This is an optimization exercise on Yosys and OpenROAD, whose aim is small area and a short achievable clock period, not a production implementation. At most, simulation tests tie the RTL to the original design; equivalence was not proved. Power is estimated from default activity; no workload was simulated.

v6:
## neural_predictor
module neural_predictor(input clk, input rst, input current_pc_valid, input [15:0] current_pc,
	input result_valid, input [15:0] result_pc, input result,
	output current_should_jump);
Size: roughly 2,500 cells after synthesis, ~630 flip-flops, roughly 38 I/O pins, ~32,000 um^2 of cells after synthesis.
Settings: LEC_CHECK=0, CAP_MARGIN=20, CORE_MARGIN=2, CORE_UTILIZATION=55, CTS_BUF_LIST=sky130_fd_sc_hd__clkbuf_8, CTS_CLUSTER_DIAMETER=50, CTS_CLUSTER_SIZE=16, PLACE_DENSITY=0.7, SETUP_SLACK_MARGIN=5, SLEW_MARGIN=20; clock period 17.0 ns.
run.sh (not shown) runs the stock make flow with config.mk's settings and CLKGATE_MAP_FILE= SYNTH_SCRIPT=/design/flow/synth_recipe.tcl, a recipe that flattens the netlist after the stock synthesis.
What v7 does differently from v6 at the input level:
Settings: SETUP_SLACK_MARGIN removed (was 5); CTS_CLUSTER_SIZE changed from 16 to 28; CTS_BUF_LIST changed from sky130_fd_sc_hd__clkbuf_8 to sky130_fd_sc_hd__clkbuf_16; CTS_CLUSTER_DIAMETER changed from 50 to 80.
==> flow/flow/run.sh (new file) <==
#!/bin/bash
# The standard layout, with timing repair aiming for 6 ns of setup slack.
set -euo pipefail
bash standard.sh SETUP_SLACK_MARGIN=6 finish > standard_finish.log 2>&1
==> flow/standard.sh (new file) <==
#!/bin/bash
# synth_recipe.tcl (not shown) runs the flow's synth.tcl, then flattens the netlist and writes it again
# the make line also repeats each setting of config.mk as NAME=value (left out here)
make -C /OpenROAD-flow-scripts/flow DESIGN_CONFIG=/design/flow/config.mk WORK_HOME=/design/flow/orfs CLKGATE_MAP_FILE= SYNTH_SCRIPT=/design/flow/synth_recipe.tcl "${@:-finish}"
removed: flow/run.sh
Results
v7 vs. v6: global routing usage summed across all routing layers level, global routing usage on met3 moved down.
On v7: multi-input gate share of the layout cell area is 0.74 points higher than what v6 gave.
When the final numbers for v7 and v6 were put side by side, the clock network area share turned out to be greater in v6.
Cmp v7 and v6 / slack of the worst reg-to-reg path / higher: v7
Compared v7 vs v6, and cell area is down in v7.
Count of distinct cell types in the synthesized netlist came out exactly the same in v7 and v6.
No run of this note included a check of the RTL's function; only the layout flow was run.

Another version of the RTL of neural_predictor (not shown whole).
For scale: about 38 I/O pins.
Settings: LEC_CHECK=0, CAP_MARGIN=20, CORE_MARGIN=2, CORE_UTILIZATION=55, CTS_BUF_LIST=sky130_fd_sc_hd__clkbuf_8, CTS_CLUSTER_DIAMETER=50, CTS_CLUSTER_SIZE=16, PLACE_DENSITY=0.7, SETUP_SLACK_MARGIN=5, SLEW_MARGIN=20; clock period 17.0 ns.
Stock flow here: none of the scripts above is used.
Next try:
==> flow/flow/run.sh (new file) <==
#!/bin/bash
# The standard layout, with timing repair aiming for 7 ns of setup slack.
set -euo pipefail
bash standard.sh SETUP_SLACK_MARGIN=7 finish > standard_finish.log 2>&1
==> flow/standard.sh (new file) <==
#!/bin/bash
# synth_recipe.tcl (not shown) runs the flow's synth.tcl, then flattens the netlist and writes it again
# the make line also repeats each setting of config.mk as NAME=value (left out here)
make -C /OpenROAD-flow-scripts/flow DESIGN_CONFIG=/design/flow/config.mk WORK_HOME=/design/flow/orfs CLKGATE_MAP_FILE= SYNTH_SCRIPT=/design/flow/synth_recipe.tcl "${@:-finish}"
Settings changed: CORE_UTILIZATION 55 to 35, CTS_BUF_LIST sky130_fd_sc_hd__clkbuf_8 to default, CTS_CLUSTER_DIAMETER 50 to default, CTS_CLUSTER_SIZE 16 to default, PLACE_DENSITY 0.7 to 0.55, SETUP_SLACK_MARGIN 5 to default.
removed: flow/run.sh
After rerunning:
- The new run finished with timing, DRC and antenna clean
- area after synthesis is unchanged
- die area went up by about 56%
- worst setup slack improved by 0.067 ns
- total power increases by about 9%
- maximum frequency grows by 0.57%
Next try:
==> flow/run.sh (new file) <==
#!/bin/bash
# synth_recipe.tcl (not shown) runs the flow's synth.tcl, then flattens the netlist and writes it again
# the make line also repeats each setting of config.mk as NAME=value (left out here)
make -C /OpenROAD-flow-scripts/flow DESIGN_CONFIG=/design/flow/config.mk WORK_HOME=/design/flow/orfs CLKGATE_MAP_FILE= SYNTH_SCRIPT=/design/flow/synth_recipe.tcl finish
Settings changed: SETUP_SLACK_MARGIN from default to 5.
removed: flow/flow/run.sh
removed: flow/standard.sh
Effect: First-iteration DRC count climbs by about 0.4%. Count of clock-buffer cells in the layout climbs by 3. Maximum frequency fell by about 1.2%. Synthesized area does not change. Critical path depth fell by 1. Sequential share of layout area grows by 0.20 points. Worst setup slack loses 0.14 ns. Sequential power hardly moves. Die area is unchanged. Total power came out higher by about 0.9%.
Next try:
Settings changed: CTS_BUF_LIST from default to sky130_fd_sc_hd__clkbuf_16, CTS_CLUSTER_DIAMETER from default to 80, CTS_CLUSTER_SIZE from default to 28.
The new run ran to the end with no violations; setup slack got worse by 0.025 ns; routed wire length went down by 2.4%; count of clock-buffer cells in the layout shrinks by 62; register-to-register slack got worse by 0.05 ns; area after synthesis stays the same; die area does not change.
Function was not checked in any run of this note: the RTL went through the layout flow alone.

== before ==
Another version of the RTL of neural_predictor (not shown whole).
Size in the first run: about 2300 cells after synthesis, roughly 620 flip-flops, ~38 I/O pins, roughly 31000 sq um of cells after synthesis.
export LEC_CHECK = 0
export CAP_MARGIN = 20
export CORE_MARGIN = 2
export CORE_UTILIZATION = 55
export CTS_BUF_LIST = sky130_fd_sc_hd__clkbuf_16
export CTS_CLUSTER_DIAMETER = 80
export CTS_CLUSTER_SIZE = 28
export PLACE_DENSITY = 0.7
export SLEW_MARGIN = 20
create_clock -name core_clock -period 17.0 [get_ports {clk}]
standard.sh (not shown) runs the stock make flow with config.mk's settings and CLKGATE_MAP_FILE= SYNTH_SCRIPT=/design/flow/synth_recipe.tcl, a recipe that flattens the netlist after the stock synthesis.
==> flow/flow/run.sh <==
#!/bin/bash
# The standard layout, with timing repair aiming for 5.5 ns of setup slack.
set -euo pipefail
bash standard.sh SETUP_SLACK_MARGIN=5.5 finish > standard_finish.log 2>&1
Input-level comparison between after and before:
Settings: changing CORE_UTILIZATION from 55 to 65; setting SETUP_SLACK_MARGIN to 5 for the first time; changing PLACE_DENSITY from 0.7 to 0.8.
==> flow/run.sh (new file) <==
#!/bin/bash
# synth_recipe.tcl (not shown) runs the flow's synth.tcl, then flattens the netlist and writes it again
# the make line also repeats each setting of config.mk as NAME=value (left out here)
make -C /OpenROAD-flow-scripts/flow DESIGN_CONFIG=/design/flow/config.mk WORK_HOME=/design/flow/orfs CLKGATE_MAP_FILE= SYNTH_SCRIPT=/design/flow/synth_recipe.tcl finish
removed: flow/flow/run.sh
removed: flow/standard.sh
## What came out
From before to after the numbers moved as follows: number of rows created at floorplan went down, power went down. The lower count of non-CTS buffers in the layout came out of after. Routed wire length went up slightly going from before to after. Core footprint (after over before): decrease, about 16%. When after is set beside before, its detailed-route vias per instance turns out to be 0.59 larger. Across both runs, core occupancy in the finished layout was higher for after than for before. Relative to before, share of the cycle needed by the critical path after routing increased by 3.4 points in after.

-- separate check: timing with driven ports --
The flow's constraints put no driver on any port. The routed layouts listed below were extracted and timed again, unchanged, in two steps.
Step 1: set_driving_cell puts a clkbuf_16 on clk and a buf_2 on each other input, an assumption about the parent block.
Step 2 also shifts input and output timing later by t, the mid clock arrival at the registers, as if the neighbouring blocks saw the same clock.
Three values: ideal ports, drivers, drivers and shift; two values: the first two.
run	t, ns	setup slack, ns	worst register clock-pin slew, ns
v6	0.754	5.130 / 5.087 / 5.087	0.10 / 0.10
v7	0.659	5.334 / 5.285 / 5.285	0.11 / 0.11
the first run of note 2	0.750	5.087 / 5.042 / 5.042	0.10 / 0.10
the second run of note 2	0.680	5.154 / 5.103 / 5.103	0.06 / 0.06
the third run of note 2	0.683	5.012 / 4.962 / 4.962	0.06 / 0.06
the fourth run of note 2	0.706	4.987 / 4.936 / 4.936	0.11 / 0.11
before	0.683	5.277 / 5.194 / 5.194	0.11 / 0.11
after	0.690	4.692 / 4.658 / 4.658	0.11 / 0.11
After both steps setup and hold are still met in every run listed. The setup slack of before, which loses most, moves by -0.083 ns with the drivers and by -0.083 ns with both steps.
